What follows belongs to an exercise in optimizing a design on an open flow for small area and a short achievable clock period; a production flow would make more cautious choices.
Where RTL was checked, it was by simulation tests only, not by an equivalence proof against the original.
No functional check of the RTL was part of runs 1 and 5.
Power is estimated from default activity; no workload was simulated.

**flow/config.mk**
```make
export PLATFORM = sky130hd
export DESIGN_NAME = fpadd_pipelined
export DESIGN_NICKNAME = fpadd_pipelined
export VERILOG_FILES = /design/flow/design.v
export SDC_FILE = /design/flow/constraint.sdc
export NUM_CORES = 4
export LEC_CHECK = 0
export ABC_AREA = 1
export CAP_MARGIN = 20
export CORE_MARGIN = 2
export CORE_UTILIZATION = 40
export SETUP_SLACK_MARGIN = 3.0
export SLEW_MARGIN = 20
export TNS_END_PERCENT = 10
```
**flow/constraint.sdc**
```tcl
create_clock -name core_clock -period 6.5 [get_ports {clk}]
set_input_delay 1.3000 -clock core_clock [delete_from_list [all_inputs] [get_ports {clk}]]
set_output_delay 1.3000 -clock core_clock [all_outputs]
set_load 0.01 [all_outputs]
```
**flow/design.v**
```verilog
module fp_normalizer (
  input  [24:0] mantissa_temp,
  input  [7:0]  exp1m31,
  output [23:0] coarse_mantissa,
  output        fine_shift,
  output [7:0]  normalized_exp
);
  reg [4:0] zero_count;
  integer i;
  always @(*) begin
    zero_count = 5'd0;
    for (i = 0; i < 25; i = i + 1)
      if (mantissa_temp[i]) zero_count = 5'd24 - i;
  end
  wire [24:0] shifted = mantissa_temp << {zero_count[4:1], 1'b0};
  assign coarse_mantissa = shifted[23:0];
  assign fine_shift = zero_count[0];
  assign normalized_exp = exp1m31 + {3'b0, ~zero_count};
endmodule
module fp_add8(input [7:0] a, input [7:0] b, input cin, output [7:0] s, output cout);
  wire [8:0] g0, p0;
  assign g0[0] = cin; assign p0[0] = 1'b0;
  assign g0[8:1] = a & b; assign p0[8:1] = a ^ b;
  wire g_0 = g0[1] | (p0[1] & g0[0]);
  wire p_0 = p0[1] & p0[0];
  wire g_1 = g0[2] | (p0[2] & g0[1]);
  wire p_1 = p0[2] & p0[1];
  wire g_2 = g0[3] | (p0[3] & g0[2]);
  wire p_2 = p0[3] & p0[2];
  wire g_3 = g0[4] | (p0[4] & g0[3]);
  wire p_3 = p0[4] & p0[3];
  wire g_4 = g0[5] | (p0[5] & g0[4]);
  wire p_4 = p0[5] & p0[4];
  wire g_5 = g0[6] | (p0[6] & g0[5]);
  wire p_5 = p0[6] & p0[5];
  wire g_6 = g0[7] | (p0[7] & g0[6]);
  wire p_6 = p0[7] & p0[6];
  wire g_7 = g0[8] | (p0[8] & g0[7]);
  wire p_7 = p0[8] & p0[7];
  wire g_8 = g_1 | (p_1 & g0[0]);
  wire p_8 = p_1 & p0[0];
  wire g_9 = g_2 | (p_2 & g_0);
  wire p_9 = p_2 & p_0;
  wire g_10 = g_3 | (p_3 & g_1);
  wire p_10 = p_3 & p_1;
  wire g_11 = g_4 | (p_4 & g_2);
  wire p_11 = p_4 & p_2;
  wire g_12 = g_5 | (p_5 & g_3);
  wire p_12 = p_5 & p_3;
  wire g_13 = g_6 | (p_6 & g_4);
  wire p_13 = p_6 & p_4;
  wire g_14 = g_7 | (p_7 & g_5);
  wire p_14 = p_7 & p_5;
  wire g_15 = g_10 | (p_10 & g0[0]);
  wire p_15 = p_10 & p0[0];
  wire g_16 = g_11 | (p_11 & g_0);
  wire p_16 = p_11 & p_0;
  wire g_17 = g_12 | (p_12 & g_8);
  wire p_17 = p_12 & p_8;
  wire g_18 = g_13 | (p_13 & g_9);
  wire p_18 = p_13 & p_9;
  wire g_19 = g_14 | (p_14 & g_10);
  wire p_19 = p_14 & p_10;
  wire g_20 = g_19 | (p_19 & g0[0]);
  wire p_20 = p_19 & p0[0];
  assign s[0] = p0[1] ^ g0[0];
  assign s[1] = p0[2] ^ g_0;
  assign s[2] = p0[3] ^ g_8;
  assign s[3] = p0[4] ^ g_9;
  assign s[4] = p0[5] ^ g_15;
  assign s[5] = p0[6] ^ g_16;
  assign s[6] = p0[7] ^ g_17;
  assign s[7] = p0[8] ^ g_18;
  assign cout = g_20;
endmodule
module fp_cmp31(input [30:0] a, input [30:0] b, output ge, output ge_hi);
  wire [30:0] g0 = a & ~b;
  wire [30:0] p0 = a | ~b;
  wire g_0 = g0[1] | (p0[1] & g0[0]);
  wire p_0 = p0[1] & p0[0];
  wire g_1 = g0[3] | (p0[3] & g0[2]);
  wire p_1 = p0[3] & p0[2];
  wire g_2 = g0[5] | (p0[5] & g0[4]);
  wire p_2 = p0[5] & p0[4];
  wire g_3 = g0[7] | (p0[7] & g0[6]);
  wire p_3 = p0[7] & p0[6];
  wire g_4 = g0[9] | (p0[9] & g0[8]);
  wire p_4 = p0[9] & p0[8];
  wire g_5 = g0[11] | (p0[11] & g0[10]);
  wire p_5 = p0[11] & p0[10];
  wire g_6 = g0[13] | (p0[13] & g0[12]);
  wire p_6 = p0[13] & p0[12];
  wire g_7 = g0[15] | (p0[15] & g0[14]);
  wire p_7 = p0[15] & p0[14];
  wire g_8 = g0[17] | (p0[17] & g0[16]);
  wire p_8 = p0[17] & p0[16];
  wire g_9 = g0[19] | (p0[19] & g0[18]);
  wire p_9 = p0[19] & p0[18];
  wire g_10 = g0[21] | (p0[21] & g0[20]);
  wire p_10 = p0[21] & p0[20];
  wire g_11 = g_1 | (p_1 & g_0);
  wire p_11 = p_1 & p_0;
  wire g_12 = g_3 | (p_3 & g_2);
  wire p_12 = p_3 & p_2;
  wire g_13 = g_5 | (p_5 & g_4);
  wire p_13 = p_5 & p_4;
  wire g_14 = g_7 | (p_7 & g_6);
  wire p_14 = p_7 & p_6;
  wire g_15 = g_9 | (p_9 & g_8);
  wire p_15 = p_9 & p_8;
  wire g_16 = g0[22] | (p0[22] & g_10);
  wire p_16 = p0[22] & p_10;
  wire g_17 = g_12 | (p_12 & g_11);
  wire p_17 = p_12 & p_11;
  wire g_18 = g_14 | (p_14 & g_13);
  wire p_18 = p_14 & p_13;
  wire g_19 = g_16 | (p_16 & g_15);
  wire p_19 = p_16 & p_15;
  wire g_20 = g_18 | (p_18 & g_17);
  wire p_20 = p_18 & p_17;
  wire g_21 = g_19 | (p_19 & g_20);
  wire p_21 = p_19 & p_20;
  wire g_22 = g0[24] | (p0[24] & g0[23]);
  wire p_22 = p0[24] & p0[23];
  wire g_23 = g0[26] | (p0[26] & g0[25]);
  wire p_23 = p0[26] & p0[25];
  wire g_24 = g0[28] | (p0[28] & g0[27]);
  wire p_24 = p0[28] & p0[27];
  wire g_25 = g0[30] | (p0[30] & g0[29]);
  wire p_25 = p0[30] & p0[29];
  wire g_26 = g_23 | (p_23 & g_22);
  wire p_26 = p_23 & p_22;
  wire g_27 = g_25 | (p_25 & g_24);
  wire p_27 = p_25 & p_24;
  wire g_28 = g_27 | (p_27 & g_26);
  wire p_28 = p_27 & p_26;
  assign ge_hi = g_28 | p_28;
  assign ge = g_28 | (p_28 & (g_21 | p_21));
endmodule
module fp_add25(input [24:0] a, input [24:0] b, input cin, output [24:0] s, output cout);
  wire [25:0] g0, p0;
  assign g0[0] = cin; assign p0[0] = 1'b0;
  assign g0[25:1] = a & b; assign p0[25:1] = a ^ b;
  wire g_0 = g0[1] | (p0[1] & g0[0]);
  wire p_0 = p0[1] & p0[0];
  wire g_1 = g0[2] | (p0[2] & g0[1]);
  wire p_1 = p0[2] & p0[1];
  wire g_2 = g0[3] | (p0[3] & g0[2]);
  wire p_2 = p0[3] & p0[2];
  wire g_3 = g0[4] | (p0[4] & g0[3]);
  wire p_3 = p0[4] & p0[3];
  wire g_4 = g0[5] | (p0[5] & g0[4]);
  wire p_4 = p0[5] & p0[4];
  wire g_5 = g0[6] | (p0[6] & g0[5]);
  wire p_5 = p0[6] & p0[5];
  wire g_6 = g0[7] | (p0[7] & g0[6]);
  wire p_6 = p0[7] & p0[6];
  wire g_7 = g0[8] | (p0[8] & g0[7]);
  wire p_7 = p0[8] & p0[7];
  wire g_8 = g0[9] | (p0[9] & g0[8]);
  wire p_8 = p0[9] & p0[8];
  wire g_9 = g0[10] | (p0[10] & g0[9]);
  wire p_9 = p0[10] & p0[9];
  wire g_10 = g0[11] | (p0[11] & g0[10]);
  wire p_10 = p0[11] & p0[10];
  wire g_11 = g0[12] | (p0[12] & g0[11]);
  wire p_11 = p0[12] & p0[11];
  wire g_12 = g0[13] | (p0[13] & g0[12]);
  wire p_12 = p0[13] & p0[12];
  wire g_13 = g0[14] | (p0[14] & g0[13]);
  wire p_13 = p0[14] & p0[13];
  wire g_14 = g0[15] | (p0[15] & g0[14]);
  wire p_14 = p0[15] & p0[14];
  wire g_15 = g0[16] | (p0[16] & g0[15]);
  wire p_15 = p0[16] & p0[15];
  wire g_16 = g0[17] | (p0[17] & g0[16]);
  wire p_16 = p0[17] & p0[16];
  wire g_17 = g0[18] | (p0[18] & g0[17]);
  wire p_17 = p0[18] & p0[17];
  wire g_18 = g0[19] | (p0[19] & g0[18]);
  wire p_18 = p0[19] & p0[18];
  wire g_19 = g0[20] | (p0[20] & g0[19]);
  wire p_19 = p0[20] & p0[19];
  wire g_20 = g0[21] | (p0[21] & g0[20]);
  wire p_20 = p0[21] & p0[20];
  wire g_21 = g0[22] | (p0[22] & g0[21]);
  wire p_21 = p0[22] & p0[21];
  wire g_22 = g0[23] | (p0[23] & g0[22]);
  wire p_22 = p0[23] & p0[22];
  wire g_23 = g0[24] | (p0[24] & g0[23]);
  wire p_23 = p0[24] & p0[23];
  wire g_24 = g0[25] | (p0[25] & g0[24]);
  wire p_24 = p0[25] & p0[24];
  wire g_25 = g_1 | (p_1 & g0[0]);
  wire p_25 = p_1 & p0[0];
  wire g_26 = g_2 | (p_2 & g_0);
  wire p_26 = p_2 & p_0;
  wire g_27 = g_3 | (p_3 & g_1);
  wire p_27 = p_3 & p_1;
  wire g_28 = g_4 | (p_4 & g_2);
  wire p_28 = p_4 & p_2;
  wire g_29 = g_5 | (p_5 & g_3);
  wire p_29 = p_5 & p_3;
  wire g_30 = g_6 | (p_6 & g_4);
  wire p_30 = p_6 & p_4;
  wire g_31 = g_7 | (p_7 & g_5);
  wire p_31 = p_7 & p_5;
  wire g_32 = g_8 | (p_8 & g_6);
  wire p_32 = p_8 & p_6;
  wire g_33 = g_9 | (p_9 & g_7);
  wire p_33 = p_9 & p_7;
  wire g_34 = g_10 | (p_10 & g_8);
  wire p_34 = p_10 & p_8;
  wire g_35 = g_11 | (p_11 & g_9);
  wire p_35 = p_11 & p_9;
  wire g_36 = g_12 | (p_12 & g_10);
  wire p_36 = p_12 & p_10;
  wire g_37 = g_13 | (p_13 & g_11);
  wire p_37 = p_13 & p_11;
  wire g_38 = g_14 | (p_14 & g_12);
  wire p_38 = p_14 & p_12;
  wire g_39 = g_15 | (p_15 & g_13);
  wire p_39 = p_15 & p_13;
  wire g_40 = g_16 | (p_16 & g_14);
  wire p_40 = p_16 & p_14;
  wire g_41 = g_17 | (p_17 & g_15);
  wire p_41 = p_17 & p_15;
  wire g_42 = g_18 | (p_18 & g_16);
  wire p_42 = p_18 & p_16;
  wire g_43 = g_19 | (p_19 & g_17);
  wire p_43 = p_19 & p_17;
  wire g_44 = g_20 | (p_20 & g_18);
  wire p_44 = p_20 & p_18;
  wire g_45 = g_21 | (p_21 & g_19);
  wire p_45 = p_21 & p_19;
  wire g_46 = g_22 | (p_22 & g_20);
  wire p_46 = p_22 & p_20;
  wire g_47 = g_23 | (p_23 & g_21);
  wire p_47 = p_23 & p_21;
  wire g_48 = g_24 | (p_24 & g_22);
  wire p_48 = p_24 & p_22;
  wire g_49 = g_27 | (p_27 & g0[0]);
  wire p_49 = p_27 & p0[0];
  wire g_50 = g_28 | (p_28 & g_0);
  wire p_50 = p_28 & p_0;
  wire g_51 = g_29 | (p_29 & g_25);
  wire p_51 = p_29 & p_25;
  wire g_52 = g_30 | (p_30 & g_26);
  wire p_52 = p_30 & p_26;
  wire g_53 = g_31 | (p_31 & g_27);
  wire p_53 = p_31 & p_27;
  wire g_54 = g_32 | (p_32 & g_28);
  wire p_54 = p_32 & p_28;
  wire g_55 = g_33 | (p_33 & g_29);
  wire p_55 = p_33 & p_29;
  wire g_56 = g_34 | (p_34 & g_30);
  wire p_56 = p_34 & p_30;
  wire g_57 = g_35 | (p_35 & g_31);
  wire p_57 = p_35 & p_31;
  wire g_58 = g_36 | (p_36 & g_32);
  wire p_58 = p_36 & p_32;
  wire g_59 = g_37 | (p_37 & g_33);
  wire p_59 = p_37 & p_33;
  wire g_60 = g_38 | (p_38 & g_34);
  wire p_60 = p_38 & p_34;
  wire g_61 = g_39 | (p_39 & g_35);
  wire p_61 = p_39 & p_35;
  wire g_62 = g_40 | (p_40 & g_36);
  wire p_62 = p_40 & p_36;
  wire g_63 = g_41 | (p_41 & g_37);
  wire p_63 = p_41 & p_37;
  wire g_64 = g_42 | (p_42 & g_38);
  wire p_64 = p_42 & p_38;
  wire g_65 = g_43 | (p_43 & g_39);
  wire p_65 = p_43 & p_39;
  wire g_66 = g_44 | (p_44 & g_40);
  wire p_66 = p_44 & p_40;
  wire g_67 = g_45 | (p_45 & g_41);
  wire p_67 = p_45 & p_41;
  wire g_68 = g_46 | (p_46 & g_42);
  wire p_68 = p_46 & p_42;
  wire g_69 = g_47 | (p_47 & g_43);
  wire p_69 = p_47 & p_43;
  wire g_70 = g_48 | (p_48 & g_44);
  wire p_70 = p_48 & p_44;
  wire g_71 = g_53 | (p_53 & g0[0]);
  wire p_71 = p_53 & p0[0];
  wire g_72 = g_54 | (p_54 & g_0);
  wire p_72 = p_54 & p_0;
  wire g_73 = g_55 | (p_55 & g_25);
  wire p_73 = p_55 & p_25;
  wire g_74 = g_56 | (p_56 & g_26);
  wire p_74 = p_56 & p_26;
  wire g_75 = g_57 | (p_57 & g_49);
  wire p_75 = p_57 & p_49;
  wire g_76 = g_58 | (p_58 & g_50);
  wire p_76 = p_58 & p_50;
  wire g_77 = g_59 | (p_59 & g_51);
  wire p_77 = p_59 & p_51;
  wire g_78 = g_60 | (p_60 & g_52);
  wire p_78 = p_60 & p_52;
  wire g_79 = g_61 | (p_61 & g_53);
  wire p_79 = p_61 & p_53;
  wire g_80 = g_62 | (p_62 & g_54);
  wire p_80 = p_62 & p_54;
  wire g_81 = g_63 | (p_63 & g_55);
  wire p_81 = p_63 & p_55;
  wire g_82 = g_64 | (p_64 & g_56);
  wire p_82 = p_64 & p_56;
  wire g_83 = g_65 | (p_65 & g_57);
  wire p_83 = p_65 & p_57;
  wire g_84 = g_66 | (p_66 & g_58);
  wire p_84 = p_66 & p_58;
  wire g_85 = g_67 | (p_67 & g_59);
  wire p_85 = p_67 & p_59;
  wire g_86 = g_68 | (p_68 & g_60);
  wire p_86 = p_68 & p_60;
  wire g_87 = g_69 | (p_69 & g_61);
  wire p_87 = p_69 & p_61;
  wire g_88 = g_70 | (p_70 & g_62);
  wire p_88 = p_70 & p_62;
  wire g_89 = g_79 | (p_79 & g0[0]);
  wire p_89 = p_79 & p0[0];
  wire g_90 = g_80 | (p_80 & g_0);
  wire p_90 = p_80 & p_0;
  wire g_91 = g_81 | (p_81 & g_25);
  wire p_91 = p_81 & p_25;
  wire g_92 = g_82 | (p_82 & g_26);
  wire p_92 = p_82 & p_26;
  wire g_93 = g_83 | (p_83 & g_49);
  wire p_93 = p_83 & p_49;
  wire g_94 = g_84 | (p_84 & g_50);
  wire p_94 = p_84 & p_50;
  wire g_95 = g_85 | (p_85 & g_51);
  wire p_95 = p_85 & p_51;
  wire g_96 = g_86 | (p_86 & g_52);
  wire p_96 = p_86 & p_52;
  wire g_97 = g_87 | (p_87 & g_71);
  wire p_97 = p_87 & p_71;
  wire g_98 = g_88 | (p_88 & g_72);
  wire p_98 = p_88 & p_72;
  assign s[0] = p0[1] ^ g0[0];
  assign s[1] = p0[2] ^ g_0;
  assign s[2] = p0[3] ^ g_25;
  assign s[3] = p0[4] ^ g_26;
  assign s[4] = p0[5] ^ g_49;
  assign s[5] = p0[6] ^ g_50;
  assign s[6] = p0[7] ^ g_51;
  assign s[7] = p0[8] ^ g_52;
  assign s[8] = p0[9] ^ g_71;
  assign s[9] = p0[10] ^ g_72;
  assign s[10] = p0[11] ^ g_73;
  assign s[11] = p0[12] ^ g_74;
  assign s[12] = p0[13] ^ g_75;
  assign s[13] = p0[14] ^ g_76;
  assign s[14] = p0[15] ^ g_77;
  assign s[15] = p0[16] ^ g_78;
  assign s[16] = p0[17] ^ g_89;
  assign s[17] = p0[18] ^ g_90;
  assign s[18] = p0[19] ^ g_91;
  assign s[19] = p0[20] ^ g_92;
  assign s[20] = p0[21] ^ g_93;
  assign s[21] = p0[22] ^ g_94;
  assign s[22] = p0[23] ^ g_95;
  assign s[23] = p0[24] ^ g_96;
  assign s[24] = p0[25] ^ g_97;
  assign cout = g_98;
endmodule
module fpadd_pipelined (input clk,
                        input reset,
                        input [31:0] reg_A,
                        input [31:0] reg_B,
                        output [31:0] out);
  localparam FINE = 3;
  localparam DSEL = 0;
  localparam [7:0] EXP_ADJ = 8'd1 - 8'd31;
  wire [7:0] ea = reg_A[30:23];
  wire [7:0] eb = reg_B[30:23];
  wire [7:0] dab, dba;
  wire cab, cba;
  fp_add8 sub_ab(.a(ea), .b(~eb), .cin(1'b1), .s(dab), .cout(cab));
  fp_add8 sub_ba(.a(eb), .b(~ea), .cin(1'b1), .s(dba), .cout(cba));
  wire a_ge_b, exp_ge;
  fp_cmp31 cmp_ab(.a(reg_A[30:0]), .b(reg_B[30:0]), .ge(a_ge_b), .ge_hi(exp_ge));
  wire [7:0] d = exp_ge ? dab : dba;
  wire [4:0] s = d[4:0];
  wire big = |d[7:5];
  wire [7:0] d_hi = exp_le ? dba : dab;
  wire exp_le = cba;
  wire [22:0] fmn = a_ge_b ? reg_B[22:0] : reg_A[22:0];
  wire [23:0] m0 = {1'b1, fmn} >> {s[4:FINE], {FINE{1'b0}}};
  reg        s0_sign, s0_sub, s0_valid;
  reg [7:0]  s0_exp;
  reg [22:0] s0_fmx;
  reg [23:0] s0_m;
  reg [FINE-1:0] s0_shift;
  reg        s0_big;
  reg [FINE-1:0] s0_shift_hi;
  reg        s0_big_hi;
  always @(posedge clk or posedge reset)
    if (reset) s0_valid <= 1'b0;
    else       s0_valid <= 1'b1;
  always @(posedge clk) begin
    s0_sign  <= a_ge_b ? reg_A[31] : reg_B[31];
    s0_sub   <= reg_A[31] ^ reg_B[31];
    s0_exp   <= a_ge_b ? ea : eb;
    s0_fmx   <= a_ge_b ? reg_A[22:0] : reg_B[22:0];
    s0_m     <= m0;
    s0_shift <= s[FINE-1:0];
    s0_big   <= big;
    s0_shift_hi <= d_hi[FINE-1:0];
    s0_big_hi <= |d_hi[7:5];
  end
  wire [23:0] m_lo = s0_m >> s0_shift;
  wire [23:0] m_hi = s0_m >> s0_shift_hi;
  wire [23:0] m_sh = {m_hi[23:12], m_lo[11:0]};
  wire [23:0] m = m_sh & {{12{~s0_big_hi}}, {12{~s0_big}}};
  wire [24:0] t;
  wire t_cout;
  fp_add25 add_t(.a({2'b01, s0_fmx}), .b({s0_sub, m ^ {24{s0_sub}}}), .cin(s0_sub),
                 .s(t), .cout(t_cout));
  reg        s1_sign, s1_valid, s1_ezero;
  reg [7:0]  s1_exp1;
  reg [24:0] s1_t;
  always @(posedge clk or posedge reset)
    if (reset) s1_valid <= 1'b0;
    else       s1_valid <= s0_valid;
  always @(posedge clk) begin
    s1_sign  <= s0_sign;
    s1_exp1  <= s0_exp + EXP_ADJ;
    s1_ezero <= ~|s0_exp;
    s1_t     <= t;
  end
  wire [23:0] coarse;
  wire        fine;
  wire [7:0]  nexp;
  fp_normalizer fp_normalizer(.mantissa_temp(s1_t),
                              .exp1m31(s1_exp1),
                              .coarse_mantissa(coarse),
                              .fine_shift(fine),
                              .normalized_exp(nexp));
  wire low_zero = ~|s1_t[23:0];
  wire res_zero = low_zero & (~s1_t[24] | (~s1_sign & s1_ezero));
  wire se_zero  = ~s1_valid | res_zero;
  reg        r2_sign, r2_fine;
  reg [7:0]  r2_exp;
  reg [23:0] r2_man;
  always @(posedge clk or posedge reset)
    if (reset) begin
      r2_sign <= 1'b0;
      r2_exp  <= 8'b0;
      r2_man  <= 24'b0;
      r2_fine <= 1'b0;
    end else begin
      r2_sign <= se_zero ? 1'b0 : s1_sign;
      r2_exp  <= se_zero ? 8'b0 : nexp;
      r2_man  <= s1_valid ? coarse : 24'b0;
      r2_fine <= fine;
    end
  wire [22:0] frac = r2_fine ? r2_man[22:0] : r2_man[23:1];
  assign out = {r2_sign, r2_exp, frac};
endmodule
```
**flow/flow/run.sh**
```bash
#!/bin/bash
# Standard layout (standard.sh) with the smallest buffer on the ports and
# no CTS dummy loads.
bash standard.sh \
  "BUFFER_PORTS_ARGS=-buffer_cell sky130_fd_sc_hd__buf_1" \
  "CTS_ARGS=-sink_clustering_enable -repair_clock_nets -dont_use_dummy_load -buf_list {sky130_fd_sc_hd__clkbuf_4 sky130_fd_sc_hd__clkbuf_8}" \
  finish > standard.log 2>&1
```
**flow/standard.sh**
```bash
#!/bin/bash
# synth_recipe.tcl (not shown) runs the flow's synth.tcl, then flattens the netlist and writes it again
# the make line also repeats each setting of config.mk as NAME=value (left out here)
make -C /OpenROAD-flow-scripts/flow DESIGN_CONFIG=/design/flow/config.mk WORK_HOME=/design/flow/orfs CLKGATE_MAP_FILE= SYNTH_SCRIPT=/design/flow/synth_recipe.tcl "${@:-finish}"
```
==> run_results.csv, run 1 <==
group,metric,value,unit
status,status,"timing/DRC/antenna clean",
power_and_ir_drop,power_density,382,nW/um2
floorplanning,dieArea,24200,um2
global_routing,grt_usage,18.7,%
place,place_ws,2.26,ns
cts,cts_buffers,17,
cts,cts_root_buffer,"clkbuf_8",
synth,avgSynthCellArea,6.73,um2
synth,ys_ff_latch,135,
cells_and_area,multi_input_area,5430,um2
drt,ant_nets,0,
drt,wl_per_cell,13.0,um
sta,fin_crit,3.42,ns
cts,h-tree-depth,4,
sta,tns,0,ns
sta,maxSlewViolCount,0,
sta,skew,0.0212,ns
synth,synth_cell_types,61,
worst_setup_path,cp.required,6.81,ns
floorplanning,coreArea,22600,um2
sta,max_slew_margin,59.8,%
synth,synth_area,9170,um2
worst_setup_path,path_max_fanout,16,
floorplanning,start_util,40.6,%
cells_and_area,finish.utilization,44.3,%
drt,wirelength,22.3,mm
worst_setup_path,crit_slowest_cell,"fa_1",
synth,ys_warn_count,2,
cells_and_area,fill_cells,2416,
synth,yosysSeqAreaShare,31.4,%
global_routing,grt_pass1_vias,7708,
sta,rsz0062_at_grt,"true",
cts,clock_path_buffers,2,
cells_and_area,regArea,2890,um2
cells_and_area,drive_gt1_share,5.36,%
cts,clock_latency,0.45,ns
synth,synthCells,1363,
synth,synth_top_area_share,21.6,%
worst_setup_path,endpoint_kind,"register",
worst_setup_path,cpPeakStageDelay,0.46,ns
place,finalWeightedCongestion,0.902,
synth,yosys.area.top_type,"dfxtp_1",
drt,viasPerCell,4.96,
synth,syn-num-nets,1477,
min_path,hold_path_class,"register to register",
job,maxCapViolations,0,
drt,initialDrtViolationCount,329,
drt,routed-via-count,8528,
cts,cts_sinks,135,
sta,fin_ws,3.08,ns
sta,setup_viol,0,
power_and_ir_drop,peakVddDrop,132,uV
sta,tightestPinTransition,0.599,ns
sta,finalHoldViolCount,0,
worst_setup_path,start_kind,"primary input",
cts,cts_tree,"done",
cells_and_area,num_antenna_cells,0,
cells_and_area,fin_cells,1721,
cells_and_area,nets,1552,
floorplanning,io_pins,98,
power_and_ir_drop,p_leak,0.00485,uW
power_and_ir_drop,p_total,3830,uW
sta,fmax,0.293,GHz
global_routing,antenna_found_initial,0,
sta,min_period_over_period,52.6,%
drt,drc,0,
floorplanning,die_h,155,um
place,numPlacedInstances,1701,
worst_setup_path,worst_path_most_repeated_cell,"inv_2",
worst_setup_path,path_class,"primary input to register",
global_routing,grt_pass1_wl,36.3,mm
cts,clkTransAtPathRegs,0.07,ns
floorplanning,die_x,155,um
global_routing,grt_max_degree,60,
place,portBuffers,97,
drt,dr.pass1.iters,5,
worst_setup_path,path_cells,"buf_1 -> inv_1 -> fa_1 -> o221ai_1 -> a21oi_4 -> nand2_2 -> inv_2 -> o21ai_1 -> nand2_1 -> nand2_4 -> inv_2 -> o211ai_1 -> nand3_1",
place,dp.final_hpwl,18.4,mm
floorplanning,num_rows,55,
global_routing,grt-ovfl-total,0,
synth,yosys-top-cells-area,"dfxtp_1, nand2_1, dfrtp_1",
cells_and_area,syn_to_final_growth,9.11,%
worst_setup_path,worst_ep_arrival_time,3.73,ns
[cells by family (layout without fill, tap and decap cells)]
logic type,Yosys count,count (layout),share of synthesized area [%]
muxes,6,6,0.682
DFF,135,135,31.4
other,1,1,0.0409
buffers and inverters,223,296,9.89
AOI/OAI and AO/OA,313,313,19.5
adders and majority gates,48,48,6.79
and+or+nand+nor,579,579,26.2
xor gates and xnor gates,58,58,5.54
[registers in the layout, summed over array words and instances (netlist names)]
register / flops
s0_m: 24
s0_sign: 1
s0_big: 1
r2_exp: 8
r2_man: 24
s0_shift_hi: 3
s0_shift: 2
s1_t: 25
s0_valid: 1
s0_fmx: 23
s1_valid: 1
s1_exp1: 8
s1_ezero: 1
s0_sub: 1
r2_fine: 1
s1_sign: 1
s0_big_hi: 1
r2_sign: 1
s0_exp: 8
[cells in the final DEF (no fill, tap or decap), types with 11 or more instances in the layout]
| master | n |
|---|---|
| ha_1 | 45 |
| nand2_1 | 359 |
| xor2_1 | 52 |
| buf_1 | 97 |
| o21ai_0 | 124 |
| nor2_1 | 124 |
| nand3_1 | 45 |
| a21oi_1 | 79 |
| inv_1 | 158 |
| o211ai_1 | 21 |
| dfxtp_1 | 96 |
| o21ai_1 | 29 |
| dfrtp_1 | 35 |
| inv_2 | 11 |
| o22ai_1 | 19 |
| clkbuf_8 | 17 |
| nor3_1 | 11 |
[where the power goes]
| part | internal, uW | switching [uW] | leakage (uW) |
|---|---|---|---|
| combinational | 716 | 1290 | 0.00343 |
| sequential | 1110 | 218 | 0.00129 |
| clock | 229 | 269 | 0.000122 |
[metrics by stage]
step | hold WS [ns] | area (um2)
6_report | 0.342 | 10000
5_1_grt | 0.355 | 10000
4_1_cts | 0.337 | 9920
3_5_place_dp | 0.335 | 9680
3_3_place_gp | 0.334 | 9680
2_1_floorplan | 0.310 | 9170
[cells in the mapped netlist (all sizes together)]
| master | instances |
|---|---|
| a21o | 2 |
| ha | 45 |
| nor3b | 3 |
| clkbuf | 18 |
| conb | 1 |
| or2 | 9 |
| a41oi | 1 |
| a31o | 1 |
| nand3 | 46 |
| o211a | 1 |
| clkinv | 3 |
| xor2 | 52 |
| a22oi | 1 |
| a22o | 2 |
| o221ai | 4 |
| o21ai | 158 |
| a21boi | 2 |
| a21oi | 82 |
| mux2i | 4 |
| nor4 | 8 |
| inv | 171 |
| o22ai | 19 |
| nand2 | 366 |
| a221o | 1 |
| dfrtp | 36 |
| o41ai | 1 |
| a31oi | 6 |
| nor3 | 12 |
| nand4 | 8 |
| fa | 3 |
| o311ai | 1 |
| o31ai | 1 |
| o211ai | 23 |
| and3 | 2 |
| dfxtp | 99 |
| a221oi | 1 |
| a211oi | 1 |
| buf | 31 |
| o21bai | 1 |
| xnor2 | 6 |
| nor2 | 125 |
| o21a | 4 |
| mux2 | 2 |
[final cells by class]
type                       instances  area share, %
multi-input combinational       1005           54.3
sequential                       135           28.9
inverter                         174           6.59
timing repair buffer             105           4.31
tap                              285           3.56
clock buffer                      17           2.34
[metal layers]
layer	vias up	GRT usage (%)	routed length (um)
met3	33	3.12	736
met4	0	6.51	508
met5	-	0	0
met1	3746	23.0	10200
li1	4575	-	-
met2	174	33.0	10800
[critical path, delay by kind of cell]
kind                       cells  cell delay, ns
and+or+nand+nor                4            0.73
buffers and inverters          4            0.50
AOI/OAI and AO/OA              4            0.73
adders and majority gates      1            0.46
[final timing paths]
kind	start	to	slack, ns	cells past startpoint
min in group asynchronous	reset	r2_man[16]	0.91	3
min	s0_valid	s1_valid	0.34	0
max reg2reg	s0_shift_hi[0]	s1_t[21]	3.33	19
max	reg_A[24]	s0_m[6]	3.08	13
min reg2reg	s0_valid	s1_valid	0.34	0
max in group asynchronous	reset	r2_fine	5.26	3
[what timing repair did]
item | CTS | global route
hold endpoints to repair | 0 | 0
hold buffers | 0 | 0
setup endpoints to repair | 36 | 28
resized for setup | 4 | 17
gates cloned | 0 | 0
setup buffers | 0 | 3
pin swaps | 0 | 1
==> run 2, diff against run 1 <==
--- a/flow/design.v
+++ b/flow/design.v
@@ -1,6 +1,6 @@
 module fp_normalizer (
   input  [24:0] mantissa_temp,
-  input  [7:0]  exp1m31,
+  input  [7:0]  exp1,
   output [23:0] coarse_mantissa,
   output        fine_shift,
   output [7:0]  normalized_exp
@@ -15,7 +15,7 @@
   wire [24:0] shifted = mantissa_temp << {zero_count[4:1], 1'b0};
   assign coarse_mantissa = shifted[23:0];
   assign fine_shift = zero_count[0];
-  assign normalized_exp = exp1m31 + {3'b0, ~zero_count};
+  assign normalized_exp = exp1 - {3'b0, zero_count};
 endmodule
 module fp_add8(input [7:0] a, input [7:0] b, input cin, output [7:0] s, output cout);
   wire [8:0] g0, p0;
@@ -373,7 +373,7 @@
                         output [31:0] out);
   localparam FINE = 3;
   localparam DSEL = 0;
-  localparam [7:0] EXP_ADJ = 8'd1 - 8'd31;
+  localparam [7:0] EXP_ADJ = 8'd1;
   wire [7:0] ea = reg_A[30:23];
   wire [7:0] eb = reg_B[30:23];
   wire [7:0] dab, dba;
@@ -435,7 +435,7 @@
   wire        fine;
   wire [7:0]  nexp;
   fp_normalizer fp_normalizer(.mantissa_temp(s1_t),
-                              .exp1m31(s1_exp1),
+                              .exp1(s1_exp1),
                               .coarse_mantissa(coarse),
                               .fine_shift(fine),
                               .normalized_exp(nexp));
--- a/flow/config.mk
+++ b/flow/config.mk
@@ -9,6 +9,7 @@
 export CAP_MARGIN = 20
 export CORE_MARGIN = 2
 export CORE_UTILIZATION = 40
+export GPL_ROUTABILITY_DRIVEN = 0
 export SETUP_SLACK_MARGIN = 3.0
 export SLEW_MARGIN = 20
 export TNS_END_PERCENT = 10
==> run_results.csv, run 2 <==
group,metric,value,unit
power_and_ir_drop,power_density,398,nW/um2
worst_setup_path,critPathTopFamily,"compound AO/OA/AOI/OAI gates",
worst_setup_path,worst_ep_arrival_time,3.62,ns
cells_and_area,postLayoutCellArea,10100,um2
sta,min_period_over_period,50.8,%
synth,synthCells,1368,
synth,yosys-top-cells-count,"nand2_1, inv_1, o21ai_0",
worst_setup_path,path_max_fanout,77,
floorplanning,num_rows,55,
worst_setup_path,crit_slowest_cell,"buf_4",
place,portBuffers,97,
drt,initialDrtViolationCount,542,
synth,ys_warn_count,2,
synth,synth_top_area_share,21.6,%
cells_and_area,layout_commonest_cell,"nand2_1",
synth,synth_cell_types,53,
sta,holdWs,0.352,ns
cells_and_area,fill_cells,2405,
floorplanning,die_h,156,um
sta,tightestPinTransition,0.651,ns
cells_and_area,syn_to_final_growth,9.55,%
synth,avgSynthCellArea,6.72,um2
synth,synth-main-ff-cell,"dfxtp_1",
min_path,hold_path_class,"register to register",
synth,syn-num-nets,1483,
cts,clock_latency,0.45,ns
cells_and_area,nets,1562,
cts,cts_tree,"done",
synth,ys_ff_latch,135,
drt,wl_per_cell,14.0,um
cts,clkTransAtPathRegs,0.07,ns
worst_setup_path,cp.required,6.82,ns
drt,viasPerCell,5.10,
place,dp.final_hpwl,19.7,mm
cells_and_area,multi_input_area,5460,um2
cells_and_area,drive_gt1_share,5.47,%
synth,synthArstFlopShare,26.7,%
synth,synth_area,9190,um2
power_and_ir_drop,peakVddDrop,147,uV
cells_and_area,regArea,2890,um2
sta,rsz0062_at_grt,"true",
global_routing,grt_max_degree,78,
floorplanning,die_x,156,um
global_routing,antenna_found_initial,0,
worst_setup_path,cpPeakStageDelay,0.51,ns
sta,max_slew_margin,56.6,%
sta,setup_viol,0,
sta,fmax,0.303,GHz
cts,cts_sinks,135,
cts,clock_path_buffers,2,
place,dpl-instance-area,9720,um2
cts,hold_buffers,0,
drt,drc,0,
power_and_ir_drop,p_leak,0.00482,uW
floorplanning,coreArea,22600,um2
cells_and_area,largest_reg_flops,25,
cts,cts_buffers,17,
status,status,"timing/DRC/antenna clean",
sta,tns,0,ns
job,maxCapViolations,0,
drt,routed-via-count,8815,
cts,cts_root_buffer,"clkbuf_8",
floorplanning,io_pins,98,
synth,yosysSeqAreaShare,31.4,%
floorplanning,start_util,40.7,%
global_routing,grt_pass1_vias,7966,
cells_and_area,num_antenna_cells,0,
worst_setup_path,cp_num_buf_inv,3,
sta,finalHoldViolCount,0,
cts,h-tree-depth,4,
drt,wirelength,24.3,mm
sta,fin_crit,3.30,ns
cells_and_area,top_register,"s1_t",
cells_and_area,layout_common_cells,"nand2_1, inv_1, o21ai_0, nor2_1, buf_1",
synth,synth-edff-count,0,
worst_setup_path,endpoint_kind,"register",
floorplanning,dieArea,24200,um2
sta,skew,0.0298,ns
cells_and_area,top_regs,"s1_t: 25 flops, r2_man: 24 flops, s0_m: 24 flops",
global_routing,grt_pass1_wl,39.0,mm
global_routing,grt_usage,20.0,%
worst_setup_path,path_cells,"buf_1 -> ha_1 -> inv_1 -> fa_1 -> o31ai_1 -> a21oi_2 -> nand2_2 -> buf_4 -> o21ai_0 -> nor2_1 -> a21oi_1",
synth,synth_most_common_cell,"nand2_1",
worst_setup_path,start_kind,"primary input",
worst_setup_path,path_class,"primary input to register",
synth,yosys-top-cells-area,"dfxtp_1, nand2_1, dfrtp_1",
drt,dr.pass1.iters,7,
sta,maxSlewViolCount,0,
drt,ant_nets,0,
synth,yosys.area.top_type,"dfxtp_1",
global_routing,grt-ovfl-total,0,
-- run 2: path summary, 6_finish.rpt --
path	from	endpoint	slack, ns	depth (start not counted)
setup / recovery	reg_A[23]	s0_m[7]	3.20	11
hold / removal	s0_sign	s1_sign	0.35	0
setup reg to reg	s0_shift_hi[0]	s1_t[20]	3.27	19
hold reg to reg	s0_sign	s1_sign	0.35	0
max in group asynchronous	reset	r2_fine	5.25	3
min in group asynchronous	reset	r2_man[18]	0.92	3
-- run 2: where the power goes --
part           internal (uW)  leakage (uW)  switching [uW]
Sequential              1110       0.00129             255
Combinational            750       0.00340            1380
Clock                    230      0.000122             284
Total                   2090       0.00482            1920
-- run 2: cell families after synthesis --
| kind of cell | after synthesis | share of synthesized area, % |
|---|---|---|
| compound gates | 305 | 18.8 |
| xor+xnor | 63 | 6.01 |
| fa+ha+maj | 49 | 6.92 |
| buf+inv | 222 | 9.59 |
| flops | 135 | 31.4 |
| mux | 5 | 0.558 |
| other cells | 1 | 0.0408 |
| simple gates | 588 | 26.7 |
-- run 2: through the flow --
stage                     std cells  power [uW]  setup slack, ns  util, %
after floorplan                1368        2900             3.26        -
after global placement         1706        3460             2.75     43.1
after detailed placement       1706        3470             2.65     43.1
after CTS                      1723        3990             2.98     44.2
after global routing           1730        4370             2.94     44.6
final                          1730        4010             3.20     44.6
-- run 2: area by class of cell --
cell class | count | area share [%]
inverter | 172 | 6.55
clock buffer | 17 | 2.32
multi-input combinational | 1011 | 54.3
tap | 285 | 3.54
timing repair inverter | 1 | 0.0497
sequential | 135 | 28.8
timing repair buffer | 109 | 4.51
-- run 2: timing repair --
| action | 4_1_cts | 5_1_grt |
|---|---|---|
| pin swaps | 0 | 1 |
| endpoints found under the setup margin | 13 | 17 |
| endpoints found under the hold margin | 0 | 0 |
| gates resized for setup | 4 | 15 |
| gates cloned | 0 | 1 |
| setup buffers | 0 | 6 |
-- run 2: per-layer routing --
metal  up-vias  global-route usage, %  part of all wire (%)
li1       4621                      -                     -
met1      3932                   26.3                    47
met2       234                   33.8                    47
met3        28                   3.03                   4.3
met4         0                   6.03                   1.9
met5         -                      0                     0
==> run 3, diff against run 2 <==
--- a/flow/config.mk
+++ b/flow/config.mk
@@ -9,7 +9,6 @@
 export CAP_MARGIN = 20
 export CORE_MARGIN = 2
 export CORE_UTILIZATION = 40
-export GPL_ROUTABILITY_DRIVEN = 0
 export SETUP_SLACK_MARGIN = 3.0
 export SLEW_MARGIN = 20
 export TNS_END_PERCENT = 10
==> run_results.csv, run 3 <==
group,metric,value,unit
cells_and_area,top_regs,"s1_t: 25 flops, r2_man: 24 flops, s0_m: 24 flops",
drt,dr.pass1.iters,5,
cells_and_area,syn_to_final_growth,9.78,%
sta,min_period_over_period,51.1,%
sta,maxSlewViolCount,0,
cts,cts_buffers,17,
cts,clock_path_buffers,2,
cts,h-tree-depth,4,
synth,ys_warn_count,2,
floorplanning,start_util,40.7,%
cells_and_area,fill_cells,2392,
synth,synth-edff-count,0,
synth,yosys-top-cells-area,"dfxtp_1, nand2_1, dfrtp_1",
place,portBuffers,97,
cells_and_area,drive_gt1_share,5.33,%
cells_and_area,fin_cells,1730,
synth,synth-compound-area-share,18.8,%
synth,synth-adder-area-share,6.92,%
synth,syn-num-nets,1483,
power_and_ir_drop,power_density,397,nW/um2
global_routing,grt_pass1_wl,38.9,mm
sta,fin_ws,3.18,ns
place,place_ws,2.58,ns
synth,synth_most_common_cell,"nand2_1",
worst_setup_path,start_kind,"register",
power_and_ir_drop,internal-power,2090,uW
synth,yosys.area.top_type,"dfxtp_1",
power_and_ir_drop,p_leak,0.00483,uW
place,finalWeightedCongestion,0.916,
worst_setup_path,cp.required,6.84,ns
drt,wl_per_cell,14.1,um
global_routing,antenna_found_initial,0,
cells_and_area,nets,1562,
floorplanning,coreArea,22600,um2
cells_and_area,layout_commonest_cell,"nand2_1",
floorplanning,die_h,156,um
cts,cts_root_buffer,"clkbuf_8",
worst_setup_path,worst_path_most_repeated_cell,"nand2_1",
global_routing,grt_usage,20.1,%
sta,tightestPinTransition,0.670,ns
worst_setup_path,reg2reg_slack,3.18,ns
worst_setup_path,worst_ep_arrival_time,3.66,ns
sta,tns,0,ns
synth,synth_top_family_by_area,"simple AND/OR/NAND/NOR gates",
worst_setup_path,r2r-start,"s1_t[1]",
cts,clkTransAtPathRegs,0.07,ns
synth,synth_simple_gate_area_share,26.7,%
cells_and_area,largest_reg_flops,25,
power_and_ir_drop,p_total,4010,uW
cells_and_area,multi_input_area,5480,um2
synth,synth_cell_types,53,
cells_and_area,regArea,2890,um2
sta,max_slew_margin,55.3,%
cells_and_area,layout_common_cells,"nand2_1, inv_1, o21ai_0, nor2_1",
worst_setup_path,worst_r2r_endpoint,"r2_exp[6]",
floorplanning,die_x,156,um
sta,finalHoldViolCount,0,
cells_and_area,top_register,"s1_t",
worst_setup_path,path_class,"register to register",
sta,setup_viol,0,
synth,muxShareOfSynthArea,0.558,%
synth,avgSynthCellArea,6.72,um2
drt,drc,0,
cts,clock_latency,0.44,ns
drt,viasPerCell,5.07,
sta,skew,0.0301,ns
cts,hold_buffers,0,
drt,initialDrtViolationCount,387,
worst_setup_path,endpoint_kind,"register",
worst_setup_path,endpoint,"r2_exp[6]",
sta,rsz0062_at_grt,"true",
cells_and_area,num_antenna_cells,0,
synth,post_synth_xor_area_fraction,6.01,%
drt,routed-via-count,8764,
synth,synthCells,1368,
power_and_ir_drop,combPwrFrac,53.1,%
floorplanning,dieArea,24200,um2
min_path,hp-start,"s0_valid",
global_routing,grt_pass1_vias,7928,
global_routing,grt_max_degree,50,
power_and_ir_drop,peakVddDrop,136,uV
synth,yosys-top-cells-count,"nand2_1, inv_1, o21ai_0",
worst_setup_path,rr_worst_depth,32,
status,status,"timing/DRC/antenna clean",
synth,ys_ff_latch,135,
power_and_ir_drop,swShare,47.8,%
global_routing,grt-ovfl-total,0,
synth,synthArstFlopShare,26.7,%
floorplanning,io_pins,98,
power_and_ir_drop,clkPwrFrac,12.8,%
power_and_ir_drop,seqPwrFrac,34.1,%
synth,synth_top_area_share,21.6,%
synth,yosysSeqAreaShare,31.4,%
drt,wirelength,24.4,mm
power_and_ir_drop,netSwitchingPower,1920,uW
place,numPlacedInstances,1706,
cts,cts_tree,"done",
worst_setup_path,critPathLaunch,"s1_t[1]",
floorplanning,num_rows,55,
worst_setup_path,crit_slowest_cell,"dfxtp_1",
place,dp.final_hpwl,19.8,mm
synth,synth_area,9190,um2
synth,synth-main-ff-cell,"dfxtp_1",
min_path,hold_path_class,"register to register",
worst_setup_path,path_max_fanout,5,
cts,cts_sinks,135,
job,maxCapViolations,0,
sta,fmax,0.301,GHz
worst_setup_path,cpPeakStageDelay,0.50,ns
drt,ant_nets,0,
sta,fin_crit,3.32,ns
==> run 3: kinds of logic (layout without fill, tap and decap cells) <==
group / after synthesis / count (layout)
xor+xnor: 63 / 63
fa+ha+maj: 49 / 49
buf+inv: 222 / 299
simple gates: 588 / 588
mux: 5 / 5
flops: 135 / 135
compound gates: 305 / 305
other cells: 1 / 1
==> run 3: worst min-delay path by stage <==
stage	slack (ns)	to	depth (start not counted)
6_report	0.35	s1_valid	0
5_1_grt	0.37	s1_valid	0
4_1_cts	0.35	s1_valid	0
3_5_place_dp	0.33	s1_sign	0
3_3_place_gp	0.31	s1_sign	0
2_1_floorplan	0.31	s1_sign	0
==> run 3: per-stage QoR <==
step / util (%) / hold slack, ns / instance area [um2]
floorplan: - / 0.310 / 9190
global placement: 43.1 / 0.314 / 9720
detailed placement: 43.1 / 0.326 / 9720
CTS: 44.2 / 0.352 / 9970
global route: 44.7 / 0.365 / 10100
finish: 44.7 / 0.347 / 10100
==> run 3: cell type report <==
cell class / count / area share, %
multi-input cells: 1011 / 54.3
flip-flops and latches: 135 / 28.7
clock buffers: 17 / 2.32
repair buffers: 109 / 4.63
inverters: 172 / 6.50
well taps: 285 / 3.54
repair inverters: 1 / 0.0496
==> run 3: power groups by stage <==
stage | Sequential, uW | Combinational, uW | Clock (uW)
final | 1370 | 2130 | 512
after global routing | 1400 | 2410 | 557
after CTS | 1360 | 2090 | 529
after detailed placement | 1380 | 2080 | 0
after global placement | 1380 | 2070 | 0
after floorplan | 1250 | 1660 | 0
==> run 3: metal layers <==
metal	global-route usage, %	vias up	share of wire [%]
met5	0	-	0
met4	7.95	0	3.0
met3	3.19	42	3.9
met2	33.6	220	46
met1	26.0	3880	47
li1	-	4622	-
==> run 3: timing repair <==
action / 4_1_cts / 5_1_grt
pin swaps: 0 / 1
gates resized for setup: 4 / 18
setup endpoints to repair: 15 / 40
cloned: 0 / 1
endpoints found under the hold margin: 0 / 0
buffers inserted: 0 / 6
==> run 3: critical path, delay by kind of cell (launching register included) <==
family          cells  cell delay, ns
buf+inv             1            0.06
compound gates      4            0.58
flops               1            0.50
fa+ha+maj           2            0.60
simple gates       25            1.50
==> run 4, diff against run 3 <==
--- a/flow/config.mk
+++ b/flow/config.mk
@@ -9,6 +9,7 @@
 export CAP_MARGIN = 20
 export CORE_MARGIN = 2
 export CORE_UTILIZATION = 40
+export PLACE_DENSITY = 0.5
 export SETUP_SLACK_MARGIN = 3.0
 export SLEW_MARGIN = 20
 export TNS_END_PERCENT = 10
==> run_results.csv, run 4 <==
group,metric,value,unit
global_routing,antenna_found_initial,0,
sta,tightestPinTransition,0.772,ns
power_and_ir_drop,peakVddDrop,123,uV
synth,ys_ff_latch,135,
synth,yosys-top-cells-area,"dfxtp_1, nand2_1, dfrtp_1",
floorplanning,dieArea,24200,um2
floorplanning,num_rows,55,
worst_setup_path,worst_r2r_endpoint,"r2_exp[7]",
global_routing,grt_max_degree,46,
cts,cts_sinks,135,
drt,initialDrtViolationCount,534,
sta,min_period_over_period,50.4,%
synth,synth_cell_types,53,
cells_and_area,finish.utilization,44.7,%
global_routing,grt-ovfl-total,0,
worst_setup_path,rr_worst_depth,23,
min_path,hold_path_class,"register to register",
place,numPlacedInstances,1707,
worst_setup_path,endpoint,"s0_m[14]",
place,dp.final_hpwl,20.9,mm
cts,clock_latency,0.46,ns
cells_and_area,nets,1562,
synth,synth-main-ff-cell,"dfxtp_1",
sta,skew,0.0430,ns
cts,clock_path_buffers,2,
synth,yosys-top-cells-count,"nand2_1, inv_1, o21ai_0",
power_and_ir_drop,p_total,4060,uW
sta,finalHoldViolCount,0,
cells_and_area,syn_to_final_growth,9.93,%
power_and_ir_drop,p_leak,0.00483,uW
floorplanning,start_util,40.7,%
sta,max_slew_margin,48.5,%
cells_and_area,layout_commonest_cell,"nand2_1",
floorplanning,io_pins,98,
status,status,"timing/DRC/antenna clean",
worst_setup_path,r2r-start,"s1_t[5]",
synth,syn-num-nets,1483,
worst_setup_path,reg2reg_slack,3.24,ns
synth,synth-edff-count,0,
cells_and_area,drive_gt1_share,5.95,%
synth,synth_top_area_share,21.6,%
drt,dr.pass1.iters,5,
worst_setup_path,critPathLaunch,"reg_A[30]",
worst_setup_path,start_kind,"primary input",
cells_and_area,fin_cells,1730,
worst_setup_path,path_class,"primary input to register",
drt,routed-via-count,8711,
synth,avgSynthCellArea,6.72,um2
sta,fmax,0.305,GHz
synth,yosys.area.top_type,"dfxtp_1",
drt,ant_nets,0,
worst_setup_path,worst_ep_arrival_time,3.61,ns
sta,tns,0,ns
cts,clkTransAtPathRegs,0.09,ns
sta,setup_viol,0,
worst_setup_path,endpoint_kind,"register",
place,dpl-instance-area,9730,um2
cells_and_area,fill_cells,2474,
power_and_ir_drop,power_density,402,nW/um2
drt,wirelength,25.7,mm
cells_and_area,top_regs,"s1_t: 25 flops, r2_man: 24 flops, s0_m: 24 flops",
sta,rsz0062_at_grt,"true",
cells_and_area,num_antenna_cells,0,
job,maxCapViolations,0,
cts,cts_buffers,17,
floorplanning,coreArea,22600,um2
cells_and_area,largest_reg_flops,25,
sta,maxSlewViolCount,0,
worst_setup_path,path_max_fanout,43,
min_path,hp-start,"s0_sign",
worst_setup_path,cp.required,6.83,ns
floorplanning,die_x,156,um
synth,ys_warn_count,2,
cts,cts_tree,"done",
cts,cts_root_buffer,"clkbuf_8",
place,finalWeightedCongestion,0.901,
cts,h-tree-depth,4,
synth,synthCells,1368,
cells_and_area,layout_common_cells,"nand2_1, inv_1, o21ai_0, nor2_1, buf_1",
synth,synth_area,9190,um2
floorplanning,die_h,156,um
sta,fin_crit,3.28,ns
global_routing,grt_usage,21.6,%
global_routing,grt_pass1_wl,41.4,mm
place,portBuffers,97,
min_path,hold_depth,0,
synth,synth_most_common_cell,"nand2_1",
cells_and_area,postLayoutCellArea,10100,um2
cells_and_area,top_register,"s1_t",
synth,yosysSeqAreaShare,31.4,%
global_routing,grt_pass1_vias,8114,
drt,wl_per_cell,14.8,um
synth,synthArstFlopShare,26.7,%
drt,drc,0,
drt,viasPerCell,5.04,
## run 4: changes by cell type in the layout (fill, tap and decap cells not counted), moves of 2 or more
cell	change
nor3_2	+2
o21ai_1	-2
o21ai_0	+2
a21oi_1	-3
dfxtp_1	-3
dfxtp_4	+2
a21oi_2	+3
## run 4: layer usage
layer  GRT usage, %  up-vias  routed length (um)  part of all wire, %
met5              0        -                   0                    0
met4           5.02        0                 322                  1.3
met3           2.83       21                 767                  3.0
met2           36.4      161               12000                   47
met1           29.4     3905               12500                   49
li1               -     4624                   -                    -
## run 4: through the flow
step	hold slack [ns]	worst slack (ns)
floorplan	0.310	3.26
global placement	0.314	2.55
detailed placement	0.323	2.49
CTS	0.339	2.97
global route	0.341	2.83
finish	0.338	3.22
## run 4: report_power, final
group / switching [uW] / internal (uW) / leakage [uW] / total [uW]
combinational: 1410 / 762 / 0.00341 / 2170
sequential: 257 / 1110 / 0.00129 / 1370
clock: 283 / 230 / 0.000122 / 513
## run 4: final cells by class
type                       instances  area [um2]  share of cell area [%]
inverter                         172         654                    6.48
clock buffer                      17         234                    2.32
timing repair buffer             110         465                    4.61
multi-input combinational       1011        5490                    54.3
sequential                       135        2900                    28.7
tap                              285         357                    3.53
## run 4: worst min-delay path by stage
stage               to  slack, ns
6_report       s1_sign       0.34
4_1_cts        s1_sign       0.34
5_1_grt        s1_sign       0.34
3_5_place_dp   s1_sign       0.32
2_1_floorplan  s1_sign       0.31
3_3_place_gp   s1_sign       0.31
## run 4: logic make-up (layout without fill, tap and decap cells)
family | Yosys count | after routing | share of synthesized area [%]
flip-flops | 135 | 135 | 31.4
multiplexers | 5 | 5 | 0.558
AND/OR/NAND/NOR | 588 | 588 | 26.7
XOR/XNOR | 63 | 63 | 6.01
other | 1 | 1 | 0.0408
adder cells (fa/ha/maj) | 49 | 49 | 6.92
buffers and inverters | 222 | 299 | 9.59
AO/OA/AOI/OAI | 305 | 305 | 18.8
## run 4: critical path: stages
cell,delay [ns]
buf_1,0.13
inv_1,0.06
ha_1,0.24
nor4_2,0.43
nand4_1,0.19
inv_1,0.09
nand2_1,0.08
nand2_4,0.30
inv_2,0.30
or2_1,0.30
nand2_1,0.10
o22ai_1,0.07
## run 4: timing repair
item                       CTS  global route
gates cloned                 0             0
pin swaps                    0             5
gates resized for setup      5            24
setup endpoints to repair   11            47
buffers inserted             0             6
hold buffers                 0             0
==> run 5, diff against run 4 <==
--- a/flow/design.v
+++ b/flow/design.v
@@ -388,7 +388,7 @@
   wire [7:0] d_hi = exp_le ? dba : dab;
   wire exp_le = cba;
   wire [22:0] fmn = a_ge_b ? reg_B[22:0] : reg_A[22:0];
-  wire [23:0] m0 = {1'b1, fmn} >> {s[4:FINE], {FINE{1'b0}}};
+  wire [23:0] m0 = {1'b1, fmn} >> s[4-FINE:0];
   reg        s0_sign, s0_sub, s0_valid;
   reg [7:0]  s0_exp;
   reg [22:0] s0_fmx;
@@ -406,13 +406,13 @@
     s0_exp   <= a_ge_b ? ea : eb;
     s0_fmx   <= a_ge_b ? reg_A[22:0] : reg_B[22:0];
     s0_m     <= m0;
-    s0_shift <= s[FINE-1:0];
+    s0_shift <= s[4:5-FINE];
     s0_big   <= big;
-    s0_shift_hi <= d_hi[FINE-1:0];
+    s0_shift_hi <= d_hi[4:5-FINE];
     s0_big_hi <= |d_hi[7:5];
   end
-  wire [23:0] m_lo = s0_m >> s0_shift;
-  wire [23:0] m_hi = s0_m >> s0_shift_hi;
+  wire [23:0] m_lo = s0_m >> {s0_shift, {5-FINE{1'b0}}};
+  wire [23:0] m_hi = s0_m >> {s0_shift_hi, {5-FINE{1'b0}}};
   wire [23:0] m_sh = {m_hi[23:12], m_lo[11:0]};
   wire [23:0] m = m_sh & {{12{~s0_big_hi}}, {12{~s0_big}}};
   wire [24:0] t;
--- a/flow/config.mk
+++ b/flow/config.mk
@@ -9,7 +9,6 @@
 export CAP_MARGIN = 20
 export CORE_MARGIN = 2
 export CORE_UTILIZATION = 40
-export PLACE_DENSITY = 0.5
 export SETUP_SLACK_MARGIN = 3.0
 export SLEW_MARGIN = 20
 export TNS_END_PERCENT = 10
==> run_results.csv, run 5 <==
group,metric,value,unit
status,status,"timing/DRC/antenna clean",
worst_setup_path,path_max_fanout,26,
sta,min_period_over_period,52.1,%
min_path,hold_depth,0,
worst_setup_path,cp.required,6.87,ns
drt,routed-via-count,9011,
job,maxCapViolations,0,
place,portBuffers,97,
synth,synthArstFlopShare,26.5,%
synth,synth-edff-count,0,
global_routing,grt_usage,19.8,%
cells_and_area,top_regs,"s1_t: 25 flops, r2_man: 24 flops, s0_m: 24 flops",
cells_and_area,drive_gt1_share,4.92,%
worst_setup_path,r2r-start,"s0_shift[0]",
worst_setup_path,worst_ep_arrival_time,3.76,ns
global_routing,grt_pass1_wl,38.7,mm
floorplanning,io_pins,98,
place,dpl-instance-area,9800,um2
power_and_ir_drop,power_density,387,nW/um2
place,dp.final_hpwl,19.4,mm
worst_setup_path,start_kind,"primary input",
sta,maxSlewViolCount,0,
worst_setup_path,path_class,"primary input to register",
synth,yosys-top-cells-count,"nand2_1, nand3_1, inv_1",
drt,dr.pass1.iters,5,
worst_setup_path,cpPeakStageDelay,0.38,ns
synth,avgSynthCellArea,6.73,um2
sta,finalHoldViolCount,0,
power_and_ir_drop,peakVddDrop,134,uV
sta,rsz0062_at_grt,"true",
place,numPlacedInstances,1716,
synth,ys_ff_latch,136,
sta,setup_viol,0,
floorplanning,num_rows,55,
cells_and_area,top_register,"s1_t",
floorplanning,dieArea,24400,um2
worst_setup_path,endpoint_kind,"register",
global_routing,antenna_found_initial,1,
cells_and_area,nets,1580,
cts,clock_latency,0.45,ns
worst_setup_path,path_cells,"buf_1 -> inv_1 -> ha_1 -> fa_1 -> nand2_1 -> nand2_1 -> a2111oi_4 -> buf_12 -> nand3_1 -> nand2_8 -> clkinv_8 -> nor2_1 -> nand3_1 -> nand3_1",
synth,yosys.area.top_type,"dfxtp_1",
cells_and_area,postLayoutCellArea,10300,um2
synth,syn-num-nets,1492,
synth,synth_area,9260,um2
synth,yosys-top-cells-area,"dfxtp_1, nand2_1, nand3_1",
synth,synthCells,1377,
min_path,min_to,"s1_sign",
cells_and_area,layout_commonest_cell,"nand2_1",
place,finalWeightedCongestion,0.920,
cells_and_area,largest_reg_flops,25,
global_routing,grt_pass1_vias,8098,
sta,tightestPinTransition,0.740,ns
worst_setup_path,worst_r2r_endpoint,"s1_t[21]",
cts,h-tree-depth,4,
floorplanning,die_h,156,um
drt,drc,0,
cts,hold_buffers,0,
cells_and_area,fin_cells,1748,
min_path,hp-start,"s0_sign",
cells_and_area,syn_to_final_growth,10.8,%
min_path,hold_path_class,"register to register",
floorplanning,die_x,156,um
cts,cts_sinks,136,
drt,ant_nets,0,
worst_setup_path,crit_slowest_cell,"fa_1",
synth,synth_top_area_share,21.6,%
cells_and_area,layout_common_cells,"nand2_1, nand3_1, inv_1, nor2_1, o21ai_0",
drt,viasPerCell,5.16,
sta,max_slew_margin,50.6,%
sta,skew,0.0465,ns
synth,synth-main-ff-cell,"dfxtp_1",
global_routing,grt_max_degree,46,
cells_and_area,num_antenna_cells,0,
synth,ys_warn_count,2,
sta,fin_crit,3.39,ns
cts,clock_path_buffers,2,
worst_setup_path,rr_worst_depth,17,
sta,fmax,0.295,GHz
synth,yosysSeqAreaShare,31.3,%
drt,initialDrtViolationCount,504,
drt,wirelength,24.1,mm
floorplanning,start_util,40.8,%
global_routing,grt-ovfl-total,0,
worst_setup_path,reg2reg_slack,3.21,ns
drt,wl_per_cell,13.8,um
cts,cts_buffers,17,
synth,synth_cell_types,56,
cts,clkTransAtPathRegs,0.07,ns
floorplanning,coreArea,22700,um2
cts,cts_tree,"done",
sta,tns,0,ns
worst_setup_path,worst_path_most_repeated_cell,"nand3_1",
synth,synth_most_common_cell,"nand2_1",
cts,cts_root_buffer,"clkbuf_8",
power_and_ir_drop,p_leak,0.00494,uW
==> run 5: cell count changes in the layout (fill, tap and decap cells not counted), moves of 7 or more <==
cell	change
nand2_1	-46
o21ai_1	-8
inv_2	-7
o22ai_1	-15
nand3_1	+112
a21oi_1	-14
o21ai_0	-10
a31oi_1	+7
o211ai_1	-16
==> run 5: worst max-delay path by stage <==
stage | startpoint | to | slack (ns) | depth (start not counted)
after floorplan | reg_B[23] | s0_m[10] | 3.22 | 12
after global placement | reg_A[30] | s0_m[0] | 1.96 | 16
after detailed placement | reg_A[30] | s0_m[0] | 1.94 | 16
after CTS | s1_t[1] | r2_exp[7] | 2.82 | 25
after global routing | reg_B[23] | s0_m[1] | 2.93 | 14
final | reg_B[23] | s0_m[1] | 3.11 | 14
==> run 5: final cells by class <==
| cell class | count | area (um2) |
|---|---|---|
| Clock buffer | 17 | 234 |
| Sequential cell | 136 | 2910 |
| Multi-Input combinational cell | 1020 | 5560 |
| Timing Repair Buffer | 117 | 534 |
| Tap cell | 285 | 357 |
| Inverter | 172 | 663 |
| Fill cell | 2431 | 12400 |
| Timing Repair inverter | 1 | 5.00 |
==> run 5: where the power goes <==
group / internal, uW / switching [uW]
Combinational: 769 / 1350
Sequential: 1110 / 238
Clock: 229 / 264
==> run 5: through the flow <==
step	worst slack [ns]	hold slack, ns	utilization, %	total power (uW)
floorplan	3.22	0.310	-	2860
global placement	1.96	0.313	43.2	3400
detailed placement	1.94	0.319	43.2	3400
CTS	2.82	0.336	44.4	3910
global route	2.93	0.350	45.2	4340
finish	3.11	0.332	45.2	3970
==> run 5: layer usage <==
layer | global-route usage (%) | wire length [um] | share of wire, %
met3 | 2.83 | 782 | 3.2
met4 | 7.12 | 576 | 2.4
met1 | 24.8 | 10900 | 45
met2 | 34.5 | 11800 | 49
met5 | 0 | 0 | 0
==> run 5: critical path: cells and delay by family <==
family | cells | cell delay (ns)
compound gates | 1 | 0.35
fa+ha+maj | 2 | 0.58
buf+inv | 4 | 0.52
simple gates | 7 | 0.98
==> run 5: cells by family (layout without fill, tap and decap cells) <==
group           count (synthesis)  count (layout)  synth area share [%]
compound gates                247             247                  15.2
xor+xnor                       66              66                  6.24
fa+ha+maj                      49              49                  6.86
buf+inv                       222             307                  9.51
flops                         136             136                  31.3
mux                             5               5                 0.567
other cells                     1               1                0.0405
simple gates                  651             652                  30.2
==> run 5: timing repair <==
action                     in CTS  in global routing
setup endpoints to repair      61                 36
pin swaps                       1                  1
resized for setup               9                 22
cloned                          1                  1
buffers inserted                0                 13

## afterwards: timing with drivers on the ports
The flow's constraints put no driver on any port. The routed layouts listed below were extracted and timed again, unchanged, in two steps.
Step 1, drivers: a clkbuf_16 drives clk and a buf_2 each remaining input, both assumed.
Step 2, shift: input delay + t, output delay - t, t = (earliest + latest rising clock arrival at the registers) / 2. This alone moves slack from input paths to output paths.
Three values: no drivers, after step 1, after step 2; two values: the first two.
run	t, ns	setup WS [ns]	worst data-port slew with drivers (ns)
run 1	0.482	3.083 / 3.089 / 2.607	0.04
run 2	0.474	3.201 / 3.216 / 2.742	0.05
run 3	0.468	3.177 / 3.177 / 2.768	0.04
run 4	0.480	3.224 / 3.236 / 2.766	0.03
run 5	0.479	3.114 / 3.138 / 2.660	0.04
After both steps setup and hold are still met in every run listed. For run 1, which loses most, drivers alone change the setup slack by +0.006 ns; drivers and shift together by -0.476 ns.
